From an optimization exercise on the open Yosys and OpenROAD flow, aimed at small area; shortcuts taken in it are not production practice.
No run shown here included a check of the RTL's function; only the layout flow was run.
Power and IR drop assume default switching activity.

==> flow/design.v <==
package state_enc_one_hot_pkg;
    localparam logic [5:0] PRE_FIRST_IDLE = 6'b000001;
    localparam logic [5:0] IDLE           = 6'b000010;
    localparam logic [5:0] START          = 6'b000100;
    localparam logic [5:0] DATA           = 6'b001000;
    localparam logic [5:0] PARITY         = 6'b010000;
    localparam logic [5:0] STOP           = 6'b100000;
endpackage
module Rx (
    input logic clk,
    input logic rst_n,
    input logic [11:0] dvsr,
    input logic Rx_din,
    output logic [7:0] Rx_dout,
    output logic Rx_done,
    output logic parity_error,
    output logic framing_error
);
    logic [3:0] bit_st;
    logic [4:0] sub;
    logic [11:0] cnt;
    logic par;
    logic idle, term, tick, ev;
    assign idle = bit_st[3] & bit_st[1] & !bit_st[0];
    assign term = (cnt == 12'd1);
    assign tick = term & !idle;
    assign ev = tick & (&sub);
    always_ff @(posedge clk) begin
        cnt <= (idle | term) ? dvsr : cnt - 12'd1;
    end
    always_ff @(posedge clk or negedge rst_n) begin
        if (!rst_n) begin
            bit_st <= 4'd10;
        end
        else if (idle) begin
            bit_st <= Rx_din ? 4'd10 : 4'd15;
        end
        else begin
            bit_st <= bit_st + {3'd0, ev};
        end
    end
    always_ff @(posedge clk) begin
        sub <= idle ? 5'd16 : sub + {4'd0, tick};
    end
    always_ff @(posedge clk) begin
        if (ev & !bit_st[3]) begin
            Rx_dout <= {Rx_din, Rx_dout[7:1]};
        end
    end
    always_ff @(posedge clk or negedge rst_n) begin
        if (!rst_n) begin
            par <= 1'b0;
            Rx_done <= 1'b0;
            framing_error <= 1'b0;
        end
        else begin
            par <= !idle & (par ^ (ev & Rx_din & (!bit_st[3] | (!bit_st[1] & !bit_st[0]))));
            Rx_done <= ev & bit_st[3] & !bit_st[1] & bit_st[0];
            framing_error <= ev & bit_st[3] & !bit_st[1] & bit_st[0] & !Rx_din;
        end
    end
    assign parity_error = par & bit_st[3] & !bit_st[2] & (bit_st[1] | bit_st[0]);
endmodule
module Tx (
    input logic clk,
    input logic rst_n,
    input logic [11:0] dvsr,
    input logic Tx_empty,
    input logic Tx_bit,
    output logic [2:0] Tx_bit_no,
    output logic Tx_dout,
    output logic Tx_done
);
    logic [3:0] bit_st;
    logic [4:0] sub;
    logic [11:0] cnt;
    logic par;
    logic idle, term, tick, ev;
    assign idle = bit_st[3] & bit_st[1] & !bit_st[0];
    assign term = (cnt == 12'd1);
    assign tick = term & !idle;
    assign ev = tick & (&sub);
    assign Tx_bit_no = bit_st[2:0];
    always_ff @(posedge clk) begin
        cnt <= (idle | term) ? dvsr : cnt - 12'd1;
    end
    always_ff @(posedge clk or negedge rst_n) begin
        if (!rst_n) begin
            bit_st <= 4'd10;
        end
        else if (idle) begin
            bit_st <= (!Tx_done & !Tx_empty) ? 4'd15 : 4'd10;
        end
        else begin
            bit_st <= bit_st + {3'd0, ev};
        end
    end
    always_ff @(posedge clk) begin
        sub <= idle ? 5'd0 : sub + {4'd0, tick};
    end
    always_ff @(posedge clk or negedge rst_n) begin
        if (!rst_n) begin
            par <= 1'b0;
            Tx_done <= 1'b1;
            Tx_dout <= 1'b1;
        end
        else begin
            par <= !idle & (par ^ (ev & !bit_st[3] & Tx_bit));
            Tx_done <= ev & bit_st[3] & !bit_st[1] & bit_st[0];
            if (idle) begin
                Tx_dout <= 1'b1;
            end
            else if (!bit_st[3]) begin
                Tx_dout <= Tx_bit;
            end
            else begin
                Tx_dout <= bit_st[0] ? !bit_st[1] : par;
            end
        end
    end
endmodule
module FIFO (
    input logic clk,
    input logic rst_n,
    input logic wr_en,
    input logic rd_en,
    input logic [7:0] wr_data,
    input logic [2:0] rd_bit,
    output logic [7:0] head,
    output logic head_bit,
    output logic full,
    output logic empty
);
    logic [7:0] mem [0:7];
    logic [3:0] last;
    logic wr, rd;
    assign empty = last[3];
    assign full = !last[3] & (&last[2:0]);
    assign wr = wr_en & !full;
    assign rd = rd_en & !empty;
    assign head = mem[last[2:0]];
    assign head_bit = head[rd_bit];
    always_ff @(posedge clk or negedge rst_n) begin
        if (!rst_n) begin
            last <= 4'd15;
        end
        else if (wr & !rd) begin
            last <= last + 4'd1;
        end
        else if (rd & !wr) begin
            last <= last - 4'd1;
        end
    end
    always_ff @(posedge clk) begin
        if (wr) begin
            mem[0] <= wr_data;
            for (int i = 1; i < 8; i++) begin
                mem[i] <= mem[i - 1];
            end
        end
    end
endmodule
module top (
    input logic clk,
    input logic rst_n,
    input logic [15:0] dvsr,
    input logic Rx_din,
    input logic rd_uart,
    input logic wr_uart,
    input logic [7:0] wr_data,
    output logic [7:0] rd_data,
    output logic Tx_dout,
    output logic Rx_full,
    output logic Rx_empty,
    output logic Tx_full,
    output logic parity_error,
    output logic framing_error
);
    logic [7:0] Rx_dout;
    logic Rx_done;
    logic [7:0] Rx_head;
    logic Rx_head_bit;
    logic Tx_empty;
    logic Tx_done;
    logic Tx_bit;
    logic [2:0] Tx_bit_no;
    logic [7:0] Tx_head;
    Rx Rx_inst (
        .clk(clk),
        .rst_n(rst_n),
        .dvsr(dvsr[11:0]),
        .Rx_din(Rx_din),
        .Rx_dout(Rx_dout),
        .Rx_done(Rx_done),
        .parity_error(parity_error),
        .framing_error(framing_error)
    );
    FIFO Rx_fifo_inst (
        .clk(clk),
        .rst_n(rst_n),
        .wr_en(Rx_done),
        .rd_en(rd_uart),
        .wr_data(Rx_dout),
        .rd_bit(3'd0),
        .head(Rx_head),
        .head_bit(Rx_head_bit),
        .full(Rx_full),
        .empty(Rx_empty)
    );
    always_ff @(posedge clk or negedge rst_n) begin
        if (!rst_n) begin
            rd_data <= 8'd0;
        end
        else if (rd_uart & !Rx_empty) begin
            rd_data <= Rx_head;
        end
    end
    Tx Tx_inst (
        .clk(clk),
        .rst_n(rst_n),
        .dvsr(dvsr[11:0]),
        .Tx_empty(Tx_empty),
        .Tx_bit(Tx_bit),
        .Tx_bit_no(Tx_bit_no),
        .Tx_dout(Tx_dout),
        .Tx_done(Tx_done)
    );
    FIFO Tx_fifo_inst (
        .clk(clk),
        .rst_n(rst_n),
        .wr_en(wr_uart),
        .rd_en(Tx_done),
        .wr_data(wr_data),
        .rd_bit(Tx_bit_no),
        .head(Tx_head),
        .head_bit(Tx_bit),
        .full(Tx_full),
        .empty(Tx_empty)
    );
endmodule
==> flow/run.sh <==
#!/bin/bash
# synth_recipe.tcl (not shown) runs the flow's synth.tcl, then flattens the netlist and writes it again
# the make line also repeats each setting of config.mk as NAME=value (left out here)
make -C /OpenROAD-flow-scripts/flow DESIGN_CONFIG=/design/flow/config.mk WORK_HOME=/design/flow/orfs CLKGATE_MAP_FILE= SYNTH_SCRIPT=/design/flow/synth_recipe.tcl finish
==> flow/config.mk <==
export PLATFORM = sky130hd
export DESIGN_NAME = top
export DESIGN_NICKNAME = top
export VERILOG_FILES = /design/flow/design.v
export SDC_FILE = /design/flow/constraint.sdc
export NUM_CORES = 4
export LEC_CHECK = 0
export CAP_MARGIN = 20
export CORE_MARGIN = 2
export CORE_UTILIZATION = 40
export SLEW_MARGIN = 20
==> flow/constraint.sdc <==
create_clock -name core_clock -period 10.0 [get_ports {clk}]
set_input_delay 2.0000 -clock core_clock [delete_from_list [all_inputs] [get_ports {clk}]]
set_output_delay 2.0000 -clock core_clock [all_outputs]
set_load 0.01 [all_outputs]
==> notes.md, run 1 <==
total grt overflow 0; CTS tree built; # resized after CTS 0; GRT Resource Usage Total 0.149; final setup vio count 0; first drt pass iteration count 4; setup tns final 0 ns; Fmax achieved 205 MHz; Crit path required time 8.00 ns; initial antenna violation count 0; Tmin final 4.88 ns; largest net degree at the start of global routing 66; critical path's slowest cell dfstp_2; Post-CTS Setup Repair Bufs 0; CTS buffer count 17; clk sinks 200; Worst slew margin 0.444; antenna cells 0; Buffers & Inverters on Critical Path 2; Non-Filler Instances 940; crit path DAT 2.88 ns; Synth Flop Type edfxtp_1; reg2reg start Tx_fifo_inst.last[1]; number of global-route vias before repair 5096; layout cells sized above 1 0.115; fin nets 706; clock buffer depth 2; kind of path behind the tightest hold check register to register; LEAKAGE 3.42 nW; Worst-path clk slew 0.07 ns; 1st-iter DRT viols 300; DIE HEIGHT 148 um; die footprint 21900 um^2; Final WS setup 5.12 ns; final hold violations 0; Clk Latency, worst-skew pair 0.43 ns; Worst Hold Launch Rx_inst.Rx_dout[0]; post-placement cell count 908; max-cap violations 0; Post-Synthesis Cells 622; root cell of the clock tree clkbuf_16; DR vias 4961; gpl congestion 0.783; CP Launch Type register; Core Area 20300 um^2; port buffer count 38; Mapped Area 8280 um^2; floorplan row count 52; Initial Util 0.408; first-pass GRT wire length 25900 um; routed wire length 15500 um; DR WL/cell 16.5 um; Setup Skew 0.00991 ns; Max Slew Vio Count 0; Slew @ Worst Pin 0.834 ns; H-tree depth 4; PwrDens 259 nW/um^2; delay of the slowest cell on the worst path 0.87 ns; #FFs+latches synth 200; Remaining DRCs 0; worst vdd ir 0.000121 V; RSZ-0062 raised after global routing no; status complete, no violations; asr flop ratio synth 0.150; cts hold-fix bufs 0; Critical Path Fanout Max 27; Setup crit start Tx_fifo_inst.last[1]; Distinct cells, synth 63; YS warnings 5; Routed Antenna Nets 0; Net Count, Synth 671; Worst Setup End Kind primary output; HPWL Detailed 9980 um; critical path class register to primary output; Layout area overhead 14.7%; synthesized area per cell 13.3 um^2; I/O pin count 43; share of the core filled with cells 0.468; dpl ws 5.19 ns; share of the cycle needed by the critical path after routing 0.488; crit-path cells inv_1 > nor4b_1 > clkdlybuf4s50_1; post-route total power 0.00246 W; crit-path leading delay family buffers and inverters; post-synthesis sequential area ratio 0.668; DIE WIDTH 148 um; vias per inst 5.28; number of flops mapped to enable cells by yosys 136
==> cell usage in the layout, fill, tap and decap left out, drive strengths merged, types with 7 or more instances in the layout <==
cell type | netlist | routed
dfrtp | 16 | 16
and2 | 10 | 10
o21ai | 21 | 21
o22ai | 9 | 9
nor2b | 11 | 11
nor2 | 53 | 53
clkinv | 1 | 7
nor3 | 9 | 9
mux2 | 17 | 17
clkdlybuf4s50 | 0 | 38
a22oi | 8 | 8
edfxtp | 136 | 136
mux2i | 7 | 7
dfxtp | 34 | 34
nand2b | 9 | 9
dfstp | 14 | 14
a21oi | 43 | 43
xnor2 | 24 | 24
ha | 18 | 18
and3 | 7 | 7
inv | 19 | 24
xor2 | 10 | 10
nand2 | 35 | 35
clkbuf | 12 | 17
nand3 | 13 | 13
a221oi | 9 | 9
==> path summary, 6_finish.rpt <==
check / cells after the start / end / slack (ns)
setup / recovery: 3 / Tx_full / 5.12
hold / removal: 0 / Rx_fifo_inst.mem[0][0] / 0.42
setup reg to reg: 12 / Tx_fifo_inst.last[3] / 6.22
hold reg to reg: 0 / Rx_fifo_inst.mem[0][0] / 0.42
max in group asynchronous: 2 / Tx_inst.bit_st[1] / 7.67
min in group asynchronous: 2 / rd_data[3] / 1.98
==> flip-flops by register name, summed over array words and instances, names as in the netlist, 4 cells and up <==
register           count
Rx_fifo_inst.mem      64
Tx_fifo_inst.mem      64
Rx_inst.cnt           12
Tx_inst.cnt           12
Rx_inst.Rx_dout        8
rd_data                8
Rx_inst.sub            5
Tx_inst.sub            5
Rx_fifo_inst.last      4
Rx_inst.bit_st         4
Tx_fifo_inst.last      4
Tx_inst.bit_st         4
==> cell families after synthesis <==
kind of cell               count (synthesis)  synth area share
xor gates and xnor gates                  34            0.0360
and+or+nand+nor                          171             0.103
buffers and inverters                     45            0.0224
adders and majority gates                 20            0.0320
DFF                                      200             0.668
muxes                                     27            0.0397
AOI/OAI and AO/OA                        125            0.0985
==> power breakdown <==
part	internal [W]	total (W)	switching, W
combinational	0.000295	0.000581	0.000287
clock	0.000369	0.000676	0.000307
sequential	0.00104	0.00121	0.000170
total	0.00170	0.00246	0.000763
==> stage by stage <==
stage          hold slack (ns)  cell area, um^2
4_1_cts                  0.422             9500
6_report                 0.420             9500
2_1_floorplan            0.400             8280
3_3_place_gp             0.406             8930
5_1_grt                  0.428             9500
3_5_place_dp             0.405             8930
==> synthesized netlist by cell type (all sizes together) (2+ instances only) <==
master	n	area, um^2
a211oi	2	15.0
a21o	2	15.0
a21oi	43	219
a221o	4	40.0
a221oi	9	78.8
a22o	6	53.8
a22oi	8	60.1
a31oi	3	18.8
a32o	3	30.0
and2	10	65.1
and3	7	43.8
buf	13	63.8
clkbuf	12	46.3
dfrtp	16	400
dfstp	14	368
dfxtp	34	681
edfxtp	136	4080
fa	2	40.0
ha	18	225
inv	19	71.3
mux2	17	191
mux2i	7	70.1
mux4	3	67.6
nand2	35	131
nand2b	9	56.3
nand3	13	65.1
nand3b	2	15.0
nand4	2	12.5
nor2	53	199
nor2b	11	68.8
nor3	9	45.0
nor3b	3	22.5
nor4	6	37.5
o211ai	2	15.0
o21a	2	15.0
o21ai	21	105
o221ai	2	17.5
o22ai	9	56.3
o31ai	3	22.5
or2	2	12.5
or3	5	41.3
xnor2	24	210
xor2	10	87.6
==> routing by layer <==
| metal | track usage | wire length (um) |
|---|---|---|
| met1 | 0.195 | 7130 |
| met2 | 0.240 | 7530 |
| met3 | 0.0377 | 631 |
| met4 | 0.0552 | 244 |
| met5 | 0 | 0 |
==> cell type report <==
cell class | count | area, um^2
fill | 1809 | 10800
sequential | 200 | 5530
clock inverter | 15 | 148
timing repair buffer | 41 | 403
inverter | 20 | 75.1
clock buffer | 17 | 425
multi-input combinational | 377 | 2580
tap | 270 | 338
==> run 2: changes to the inputs <==
==> flow/flow/run.sh (new file) <==
#!/bin/bash
# Standard layout, with 1x port buffers and a smaller clock tree without dummy loads.
set -e
export BUFFER_PORTS_ARGS="-buffer_cell sky130_fd_sc_hd__buf_1"
export CTS_ARGS="-sink_clustering_enable -repair_clock_nets -dont_use_dummy_load -buf_list {sky130_fd_sc_hd__clkbuf_4 sky130_fd_sc_hd__clkbuf_8}"
bash standard.sh > standard.log 2>&1
==> flow/standard.sh (new file) <==
#!/bin/bash
# synth_recipe.tcl (not shown) runs the flow's synth.tcl, then flattens the netlist and writes it again
# the make line also repeats each setting of config.mk as NAME=value (left out here)
make -C /OpenROAD-flow-scripts/flow DESIGN_CONFIG=/design/flow/config.mk WORK_HOME=/design/flow/orfs CLKGATE_MAP_FILE= SYNTH_SCRIPT=/design/flow/synth_recipe.tcl "${@:-finish}"
removed: flow/run.sh
==> run 2 against run 1 <==
Net effect: die area is the same; non-clock buffer count is 1 lower; sequential share of layout area up 3.8 points; utilization is 2.9 points lower; routed wire length shrank 1.9%; worst setup slack improved by 0.38 ns; first-iteration DRC count increased by 12%; largest power group unchanged.
==> notes.md, run 2 <==
LEAKAGE 3.16 nW; Routed Antenna Nets 0; post-synthesis sequential area ratio 0.668; DR vias 4920; total grt overflow 0; commonest non-fill, non-tap cell in the layout edfxtp_1; port buffer count 38; status complete, no violations; DR WL/cell 16.5 um; Tmin final 4.50 ns; largest net degree at the start of global routing 66; clk sinks 200; Net Count, Synth 671; kind of path behind the tightest hold check register to register; most frequent cells in the layout edfxtp_1 (136), nor2_1 (53), a21oi_1 (42), buf_1 (37), nand2_1 (35); layout cells sized above 1 0.0994; Remaining DRCs 0; final setup vio count 0; Worst Setup End Kind primary output; die footprint 21900 um^2; clock buffer depth 2; number of global-route vias before repair 4861; synthesized area per cell 13.3 um^2; floorplan row count 52; routed wire length 15200 um; Worst-path clk slew 0.10 ns; cts hold-fix bufs 0; crit path DAT 2.50 ns; largest cells by area after synthesis edfxtp_1 (49%), dfxtp_1 (8.2%), dfrtp_1 (4.8%), dfstp_2 (4.4%), ha_1 (2.7%); CTS buffer count 17; critical path class register to primary output; H-tree depth 4; root cell of the clock tree clkbuf_8; met2 WL post-DR 7120 um; gpl congestion 0.777; Final WS setup 5.50 ns; Mapped Area 8280 um^2; Max Slew Vio Count 0; YS warnings 5; Distinct cells, synth 63; Initial Util 0.408; Synth Flop Type edfxtp_1; most numerous cell in the Yosys netlist edfxtp_1; share of the core filled with cells 0.439; share of the cycle needed by the critical path after routing 0.450; Largest regs Rx_fifo_inst.mem (64), Tx_fifo_inst.mem (64); highest metal used met4; GRT Resource Usage Total 0.142; WL met3 656 um; worst vdd ir 0.0000921 V; first-pass GRT wire length 24700 um; final hold violations 0; RSZ-0062 raised after global routing no; Layout area overhead 7.68%; asr flop ratio synth 0.150; Buffers & Inverters on Critical Path 2; delay of the slowest cell on the worst path 0.88 ns; Crit path required time 8.00 ns; Post-Synthesis Cells 622; Post-synth top cells edfxtp_1 (136), nor2_1 (53), a21oi_1 (42), nand2_1 (35), dfxtp_1 (34); Slew @ Worst Pin 0.846 ns; Setup Skew 0.0424 ns; PwrDens 241 nW/um^2; HPWL Detailed 9890 um; Post-CTS Setup Repair Bufs 0; Fmax achieved 222 MHz; crit-path cells inv_1 > nor4b_1 > buf_1; Core Area 20300 um^2; dpl ws 5.64 ns; number of flops mapped to enable cells by yosys 136; M1 wire length 7230 um; critical path's slowest cell dfstp_2; # resized after CTS 0; crit-path leading delay family flip-flops; first drt pass iteration count 5; CTS tree built; final hold slack 0.428 ns; CP Launch Type register; #FFs+latches synth 200; setup tns final 0 ns; Critical Path Fanout Max 27; Yosys top cell by area edfxtp_1; Worst slew margin 0.436; DIE HEIGHT 148 um; 1st-iter DRT viols 335; max-cap violations 0; I/O pin count 43; post-route total power 0.00214 W; DIE WIDTH 148 um; top cell type's share of synthesized area 0.493; initial antenna violation count 0; antenna cells 0; vias per inst 5.32; Clk Latency, worst-skew pair 0.46 ns; fin nets 705
==> run 2: cell counts after synthesis <==
No cell type changed its count.
==> run 2: final cells by class <==
type,count,area [um^2]
fill,1869,11400
tap,270,338
sequential,200,5530
timing repair buffer,40,159
multi-input combinational,377,2580
inverter,20,75.1
clock buffer,17,234
==> run 2: path summary, 6_finish.rpt <==
| path | start | depth (start not counted) | to | slack [ns] |
|---|---|---|---|---|
| worst max register to register | Tx_fifo_inst.last[1] | 12 | Tx_fifo_inst.last[3] | 6.23 |
| max in group asynchronous | rst_n | 1 | Rx_inst.bit_st[2] | 7.80 |
| worst min-delay path | Rx_inst.Rx_dout[1] | 0 | Rx_fifo_inst.mem[0][1] | 0.43 |
| min in group asynchronous | rst_n | 1 | rd_data[0] | 1.62 |
| worst min register to register | Rx_inst.Rx_dout[1] | 0 | Rx_fifo_inst.mem[0][1] | 0.43 |
| worst max-delay path | Tx_fifo_inst.last[1] | 3 | Tx_full | 5.50 |
==> run 2: power breakdown <==
group          switching, W  internal (W)  total (W)  leakage [nW]
Sequential         0.000171       0.00104    0.00121          1.90
Clock              0.000238      0.000151   0.000389         0.122
Combinational      0.000289      0.000261   0.000550          1.14
==> run 2: logic make-up (layout without fill, tap and decap cells) <==
group / after synthesis / after routing / share of synthesized area
buffers and inverters: 45 / 77 / 0.0224
AND/OR/NAND/NOR: 171 / 171 / 0.103
multiplexers: 27 / 27 / 0.0397
flip-flops: 200 / 200 / 0.668
XOR/XNOR: 34 / 34 / 0.0360
AO/OA/AOI/OAI: 125 / 125 / 0.0985
adder cells (fa/ha/maj): 20 / 20 / 0.0320
==> run 2: worst reg2reg max path: stages, from the launching register on <==
cell,delay [ns]
dfstp_2,0.88
inv_1,0.29
nor4b_1,0.68
nor2b_4,0.06
buf_4,0.40
ha_1,0.34
inv_1,0.13
ha_1,0.24
a21o_1,0.17
a21oi_1,0.16
xnor2_1,0.08
nor2_1,0.11
xor2_1,0.16
==> run 2: metal layers <==
metal | vias up | GRT usage
met5 | - | 0
met4 | 0 | 0.0467
met3 | 21 | 0.0380
met2 | 119 | 0.220
met1 | 2424 | 0.197
li1 | 2356 | -
==> run 2: stage by stage <==
stage / area [um^2] / std cells
finish: 8920 / 924
global route: 8920 / 924
CTS: 8920 / 924
detailed placement: 8680 / 907
global placement: 8680 / 907
floorplan: 8280 / 622

what the ideal ports hide:
No port has a modelled driver above. Below, the same layouts with a new extraction and two added sets of constraints. Step 1: set_driving_cell puts a clkbuf_16 on clk and a buf_2 on each other input, an assumption about the parent block. Step 2 moves the port delays by t, midway between the first and last clock arrival at a register: inputs arrive t later, outputs are due t later. That takes back most of the time a late clock gives input paths. Slacks: ideal / step 1 / step 2; pairs: ideal / step 1.
run | shift t [ns] | slack for setup (ns) | worst setup path after step 2 | latest minus earliest clock arrival (ns)
run 1 | 0.470 | 5.119 / 5.076 / 5.193 | input to register | 0.013 / 0.013
run 2 | 0.478 | 5.504 / 5.467 / 5.648 | input to register | 0.046 / 0.045
After both steps setup and hold are still met in every run listed.
